Source: an optimization exercise on an open RTL-to-GDS flow (aim: small area, a short achievable clock period and few clock cycles per item). Production flows keep margins and buffers that such runs may drop.
The RTL was checked by simulation tests, not by an equivalence proof against the original design.

==> run F: inputs <==
==> flow/design.v <==
module transition_detect (
        input  wire [7:0]  a,         
        input  wire        a_below,   
        input  wire [5:0]  q,
        input  wire        skip,
        output wire [3:0]  one,
        output wire [3:0]  two,
        output wire [3:0]  neg,
        output wire [3:0]  cnt
    );
    wire [7:0] t = a ^ {a[6:0], a_below};
    wire [2:0] c1 = {2'b00, t[7]} + {2'b00, t[6]} + {2'b00, t[5]} + {2'b00, t[4]};
    wire [2:0] c0 = {2'b00, t[3]} + {2'b00, t[2]} + {2'b00, t[1]} + {2'b00, t[0]};
    assign cnt = {1'b0, c1} + {1'b0, c0};
    wire [5:0] q1 = q;
    wire [5:0] q0 = (q > {3'b000, c1}) ? q - {3'b000, c1} : 6'd0;
    function [3:0] win;
        input [5:0] qq;
        input       s;
        integer u;
        begin
            for (u = 0; u < 4; u = u + 1)
                win[u] = s ? ((qq >= u + 3) | (qq == u + 1)) : (qq >= u + 2);
        end
    endfunction
    function [3:0] nib;
        input [3:0] tt;
        input [3:0] w;
        begin
            nib[3] = tt[3] & w[0];
            nib[2] = tt[2] & (tt[3] ? w[1] : w[0]);
            case ({tt[3], tt[2]})
                2'b00: nib[1] = tt[1] & w[0];
                2'b11: nib[1] = tt[1] & w[2];
                default: nib[1] = tt[1] & w[1];
            endcase
            case ({tt[3], tt[2], tt[1]})
                3'b000: nib[0] = tt[0] & w[0];
                3'b111: nib[0] = tt[0] & w[3];
                3'b001, 3'b010, 3'b100: nib[0] = tt[0] & w[1];
                default: nib[0] = tt[0] & w[2];
            endcase
        end
    endfunction
    wire [7:0] keep = {nib(t[7:4], win(q1, skip)), nib(t[3:0], win(q0, skip))};
    genvar j;
    generate
        for (j = 0; j < 4; j = j + 1) begin : pairs
            assign two[j] = keep[2*j+1] & ~keep[2*j];
            assign one[j] = keep[2*j];
            assign neg[j] = keep[2*j+1] ? a[2*j+1] : (keep[2*j] & a[2*j]);
        end
    endgenerate
endmodule
module barrel_shifter (
        input  wire [31:0] b,
        input  wire        one,
        input  wire        two,
        input  wire        neg,
        output wire [33:0] row
    );
    wire [32:0] bx = {b[31], b};
    wire [32:0] m  = ({33{one}} & bx) | ({33{two}} & {bx[31:0], 1'b0});
    wire [32:0] x  = m ^ {33{neg}};
    assign row = {~x[32], x};
endmodule
module axc_booth #(
        parameter integer NA=32,
        parameter integer NB=32,
        parameter integer NC=$clog2(NA)+1
    )(
        input   wire                 CLK,
        input   wire                 RST,
        input   wire                 START,
        input   wire  [NA-1:0]       A_in,
        input   wire  [NB-1:0]       B_in,
        input   wire  [NC-1:0]       C_in,
        output  wire  [NA+NB-1:0]    N_out,
        output  wire                 Done_out
    );
    localparam [63:0] Z = 64'hffffff5555555600;
    reg  [31:0] B_reg;
    reg  [31:0] A_reg;                   
    reg  [5:0]  q_reg;                   
    reg  [3:0]  cnt_reg;                 
    reg         skip_reg;
    reg  [3:0]  one_reg, two_reg, neg_reg;
    reg         pre;                     
    reg  [3:0]  st;                      
    reg         Done_reg;
    reg  [63:0] acc;
    wire        fast    = (C_in >= 6'd6);
    wire        skip_in = A_in[31] & C_in[0];
    wire [5:0]  q_in    = (C_in > 6'd32) ? 6'd35 : C_in + 6'd3;
    wire [7:0]  t_top   = A_in[31:24] ^ A_in[30:23];
    wire [3:0]  cnt_top = {3'b000, t_top[0]} + {3'b000, t_top[1]} + {3'b000, t_top[2]} + {3'b000, t_top[3]}
                        + {3'b000, t_top[4]} + {3'b000, t_top[5]} + {3'b000, t_top[6]} + {3'b000, t_top[7]};
    wire [3:0]  a_one, a_two, a_neg;
    genvar j;
    generate
        for (j = 0; j < 4; j = j + 1) begin : raw
            wire b1 = A_in[25+2*j], b0 = A_in[24+2*j], bm = A_in[23+2*j];
            assign a_one[j] = b0 ^ bm;
            assign a_two[j] = (b1 ^ b0) & ~(b0 ^ bm);
            assign a_neg[j] = b1 & ~(b0 & bm);
        end
    endgenerate
    wire [5:0]  q_run = (q_reg > {2'b00, cnt_reg}) ? q_reg - {2'b00, cnt_reg} : 6'd0;
    wire [3:0]  r_one, r_two, r_neg, r_cnt;
    transition_detect TD (.a(A_reg[31:24]), .a_below(A_reg[23]), .q(q_run), .skip(skip_reg),
                          .one(r_one), .two(r_two), .neg(r_neg), .cnt(r_cnt));
    always @(posedge CLK) begin
        if (START) begin
            B_reg    <= B_in;
            A_reg    <= fast ? {A_in[23:0], 8'd0} : A_in;
            skip_reg <= skip_in;
            q_reg    <= q_in;
            cnt_reg  <= fast ? cnt_top : 4'd0;
            one_reg  <= a_one; two_reg <= a_two; neg_reg <= a_neg;
        end else begin
            A_reg    <= {A_reg[23:0], 8'd0};
            q_reg    <= q_run;
            cnt_reg  <= r_cnt;
            one_reg  <= r_one; two_reg <= r_two; neg_reg <= r_neg;
        end
    end
    wire [33:0] row [0:3];
    generate
        for (j = 0; j < 4; j = j + 1) begin : rows
            barrel_shifter BS (.b(B_reg), .one(one_reg[j]), .two(two_reg[j]), .neg(neg_reg[j]), .row(row[j]));
        end
    endgenerate
    wire [7:0]  negbits = {1'b0, neg_reg[3], 1'b0, neg_reg[2], 1'b0, neg_reg[1], 1'b0, neg_reg[0]};
    wire [63:0] acc_in  = {(st[0] ? Z[63:8] : acc[55:0]), negbits};
    wire [63:0] sum = acc_in + {30'd0, row[0]} + {28'd0, row[1], 2'd0} + {26'd0, row[2], 4'd0}
                    + {24'd0, row[3], 6'd0};
    always @(posedge CLK) begin
        if (|st) acc <= sum;
    end
    always @(posedge CLK) begin
        if (RST) begin
            pre <= 1'b0;
            st <= 4'd0;
            Done_reg <= 1'b0;
        end else if (START) begin
            pre <= ~fast;
            st <= {3'b000, fast};
            Done_reg <= 1'b0;
        end else begin
            pre <= 1'b0;
            st <= {st[2:0], pre};
            if (st[2]) Done_reg <= 1'b1;
        end
    end
    assign N_out = acc;
    assign Done_out = Done_reg;
endmodule
==> flow/flow/run.sh <==
#!/bin/bash
# Standard layout, but Yosys maps adders with its default (Brent-Kung) carry
# tree; the port buffers use the smallest buffer cell, and timing repair aims
# at 5 ns of setup slack (the clock and constraints are unchanged).
bash standard.sh "SYNTH_OPERATIONS_ARGS=-noshare" "BUFFER_PORTS_ARGS=-buffer_cell sky130_fd_sc_hd__buf_1" SETUP_SLACK_MARGIN=5 finish > standard.log 2>&1
==> flow/standard.sh <==
#!/bin/bash
# synth_recipe.tcl (not shown) runs the flow's synth.tcl, then flattens the netlist and writes it again
# the make line also repeats each setting of config.mk as NAME=value (left out here)
make -C /OpenROAD-flow-scripts/flow DESIGN_CONFIG=/design/flow/config.mk WORK_HOME=/design/flow/orfs CLKGATE_MAP_FILE= SYNTH_SCRIPT=/design/flow/synth_recipe.tcl "${@:-finish}"
==> flow/config.mk <==
export PLATFORM = sky130hd
export DESIGN_NAME = axc_booth
export DESIGN_NICKNAME = axc_booth
export VERILOG_FILES = /design/flow/design.v
export SDC_FILE = /design/flow/constraint.sdc
export NUM_CORES = 4
export LEC_CHECK = 0
export CAP_MARGIN = 20
export CORE_MARGIN = 2
export CORE_UTILIZATION = 40
export SLEW_MARGIN = 20
==> flow/constraint.sdc <==
create_clock -name core_clock -period 11.0 [get_ports {CLK}]
set_input_delay 2.2000 -clock core_clock [delete_from_list [all_inputs] [get_ports {CLK}]]
set_output_delay 2.2000 -clock core_clock [all_outputs]
set_load 0.01 [all_outputs]
==> run D (differences from run F) <==
--- a/flow/design.v
+++ b/flow/design.v
@@ -90,5 +90,5 @@
     reg         Done_reg;
     reg  [63:0] acc;
-    wire        fast    = (C_in >= 6'd6);
+    wire        fast    = (C_in >= 6'd7);
     wire        skip_in = A_in[31] & C_in[0];
     wire [5:0]  q_in    = (C_in > 6'd32) ? 6'd35 : C_in + 6'd3;
==> flow/run.sh (new file) <==
#!/bin/bash
# synth_recipe.tcl (not shown) runs the flow's synth.tcl, then flattens the netlist and writes it again
# the make line also repeats each setting of config.mk as NAME=value (left out here)
make -C /OpenROAD-flow-scripts/flow DESIGN_CONFIG=/design/flow/config.mk WORK_HOME=/design/flow/orfs CLKGATE_MAP_FILE= SYNTH_SCRIPT=/design/flow/synth_recipe.tcl finish
--- a/flow/config.mk
+++ b/flow/config.mk
@@ -8,4 +8,5 @@
 export CAP_MARGIN = 20
 export CORE_MARGIN = 2
-export CORE_UTILIZATION = 40
+export CORE_UTILIZATION = 75
+export SETUP_SLACK_MARGIN = 5
 export SLEW_MARGIN = 20
removed: flow/flow/run.sh
removed: flow/standard.sh
==> run H (differences from run F) <==
--- a/flow/design.v
+++ b/flow/design.v
@@ -90,5 +90,5 @@
     reg         Done_reg;
     reg  [63:0] acc;
-    wire        fast    = (C_in >= 6'd6);
+    wire        fast    = (C_in >= 6'd7);
     wire        skip_in = A_in[31] & C_in[0];
     wire [5:0]  q_in    = (C_in > 6'd32) ? 6'd35 : C_in + 6'd3;
==> flow/flow/run.sh (replaced) <==
#!/bin/bash
# Standard layout, with timing repair aiming at a setup slack of 6 ns
# (the clock and constraints are the design's, unchanged).
bash standard.sh SETUP_SLACK_MARGIN=6 finish > standard.log 2>&1
==> summary of the runs <==
Run H finished clean. Run D passed the timing, design-rule and antenna checks. Run F completed with no timing, DRC or antenna violations.
Between run H and run D, the lower register-to-register slack is in run D (gap 0.61 ns).
In synthesized area, run D and run H do not differ.
Fmax: run H > run F > run D.
Non-clock buffer count: run F < run D < run H.
Sequential share of layout area: run H is lower than run D (2.3 points).
Testbench counts of run F, summed over its fixed seeds: cycles 61,116, items 12,000.
Testbench counts of run D, summed over its fixed seeds: cycles 61,294, items 12,000.
Testbench counts of run H, summed over its fixed seeds: cycles 61,294, items 12,000.

==> exp/willow: inputs <==
Starts from the design.v that is shown in full above.
export LEC_CHECK = 0
export ABC_AREA = 1
export CAP_MARGIN = 20
export CORE_MARGIN = 2
export CORE_UTILIZATION = 55
export SLEW_MARGIN = 20
create_clock -name core_clock -period 11.0 [get_ports {CLK}]
standard.sh (not shown) runs the stock make flow with config.mk's settings and CLKGATE_MAP_FILE= SYNTH_SCRIPT=/design/flow/synth_recipe.tcl, a recipe that flattens the netlist after the stock synthesis.
==> flow/flow/run.sh <==
#!/bin/bash
# Standard layout, but Yosys maps adders with its default (Brent-Kung) carry
# tree; the port buffers use the smallest buffer cell, and timing repair aims
# at 5 ns of setup slack (the clock and constraints are unchanged).
bash standard.sh "SYNTH_OPERATIONS_ARGS=-noshare" "BUFFER_PORTS_ARGS=-buffer_cell sky130_fd_sc_hd__buf_1" SETUP_SLACK_MARGIN=5 finish > standard.log 2>&1
==> exp/fjord (differences from exp/willow) <==
--- a/flow/config.mk
+++ b/flow/config.mk
@@ -10,3 +10,4 @@
 export CORE_MARGIN = 2
-export CORE_UTILIZATION = 55
+export CORE_UTILIZATION = 40
 export SLEW_MARGIN = 20
+export TNS_END_PERCENT = 30
==> exp/ember (differences from exp/willow) <==
--- a/flow/design.v
+++ b/flow/design.v
@@ -91,3 +91,3 @@
     reg  [63:0] acc;
-    wire        fast    = (C_in >= 6'd6);
+    wire        fast    = (C_in >= 6'd7);
     wire        skip_in = A_in[31] & C_in[0];
==> flow/flow/run.sh (replaced) <==
#!/bin/bash
# Standard layout, with Yosys's full-adder extraction turned off (ABC maps
# the adder logic itself) and timing repair aiming at 5 ns of setup slack.
bash standard.sh ADDER_MAP_FILE= SETUP_SLACK_MARGIN=5 finish > standard.log 2>&1
--- a/flow/config.mk
+++ b/flow/config.mk
@@ -7,6 +7,5 @@
 export LEC_CHECK = 0
-export ABC_AREA = 1
 export CAP_MARGIN = 20
 export CORE_MARGIN = 2
-export CORE_UTILIZATION = 55
+export CORE_UTILIZATION = 40
 export SLEW_MARGIN = 20
==> notes.md <==
quantity                                                                 exp/fjord                 exp/ember                exp/willow
Outcome                                                   timing/DRC/antenna clean  timing/DRC/antenna clean  timing/DRC/antenna clean
Nonclk inv count                                                               267                        46                       267
Most common cell in the synthesized netlist                 sky130_fd_sc_hd__inv_1  sky130_fd_sc_hd__xnor2_1    sky130_fd_sc_hd__inv_1
Post-synthesis cell type count                                                  48                       101                        48
Leading cell type in the layout, fill and taps excluded     sky130_fd_sc_hd__inv_1  sky130_fd_sc_hd__xnor2_1    sky130_fd_sc_hd__inv_1
Post-synthesis xor/xnor area fraction                                       11.30%                    27.60%                    11.30%
Adder and majority cell fraction of the synthesized area                    27.40%                    6.628%                    27.40%
Global routing met1 resource utilization                                    26.97%                    29.73%                    38.07%
Cell repeated most along the worst path                   sky130_fd_sc_hd__nand2_1  sky130_fd_sc_hd__xnor3_1  sky130_fd_sc_hd__nand2_1
Post-detail-place hpwl                                                    25630 um                  35150 um                  24780 um
Final wirelength                                                          34060 um                  48290 um                  33250 um
Row count                                                                       67                        75                        57
Via count                                                                    10450                     14280                     10410
Initial drt markers                                                            664                      1238                       901
Worst slew pin tran                                                        1141 ps                   1043 ps                   1005 ps
Final critical-path required period                                        5583 ps                   5443 ps                   5708 ps
Met2 usage in global routing                                                31.31%                    35.26%                    42.04%
Total cell area at the placement stage                                  14610 um^2                18530 um^2                14460 um^2
Testbench counts of exp/willow, summed over its fixed seeds: cycles 61,116, items 12,000.
Testbench counts of exp/fjord, summed over its fixed seeds: cycles 61,116, items 12,000.
Testbench counts of exp/ember, summed over its fixed seeds: cycles 61,294, items 12,000.

==> afterwards: timing with drivers on the ports <==
The results above use ideal ports. As a check the final layouts listed here were re-extracted and re-timed, cells and wires unchanged.
Step 1 assumes that a clkbuf_16 drives the clock port and a buf_2 every other input.
Step 2 moves the port delays by t, midway between the first and last clock arrival at a register: inputs arrive t later, outputs are due t later. That takes back most of the time a late clock gives input paths.
a / b / c = no drivers / after step 1 / after step 2; a / b = the first two.
run | t (ns) | slack for setup (ns) | worst data-port slew with drivers (ns) | cell pins on the clock port's net
run F | 0.496 | 5.210 / 5.210 / 5.210 | 0.06 | 1
run D | 0.495 | 5.051 / 5.051 / 5.051 | 0.05 | 1
run H | 0.509 | 5.658 / 5.658 / 5.646 | 0.07 | 1
exp/willow | 0.480 | 5.292 / 5.292 / 5.292 | 0.05 | 1
exp/fjord | 0.504 | 5.417 / 5.417 / 5.417 | 0.05 | 1
exp/ember | 0.534 | 5.557 / 5.557 / 5.557 | 0.05 | 1
After both steps setup and hold are still met in every run listed. For run H, which loses most, drivers alone change the setup slack by 0.000 ns; drivers and shift together by -0.012 ns.
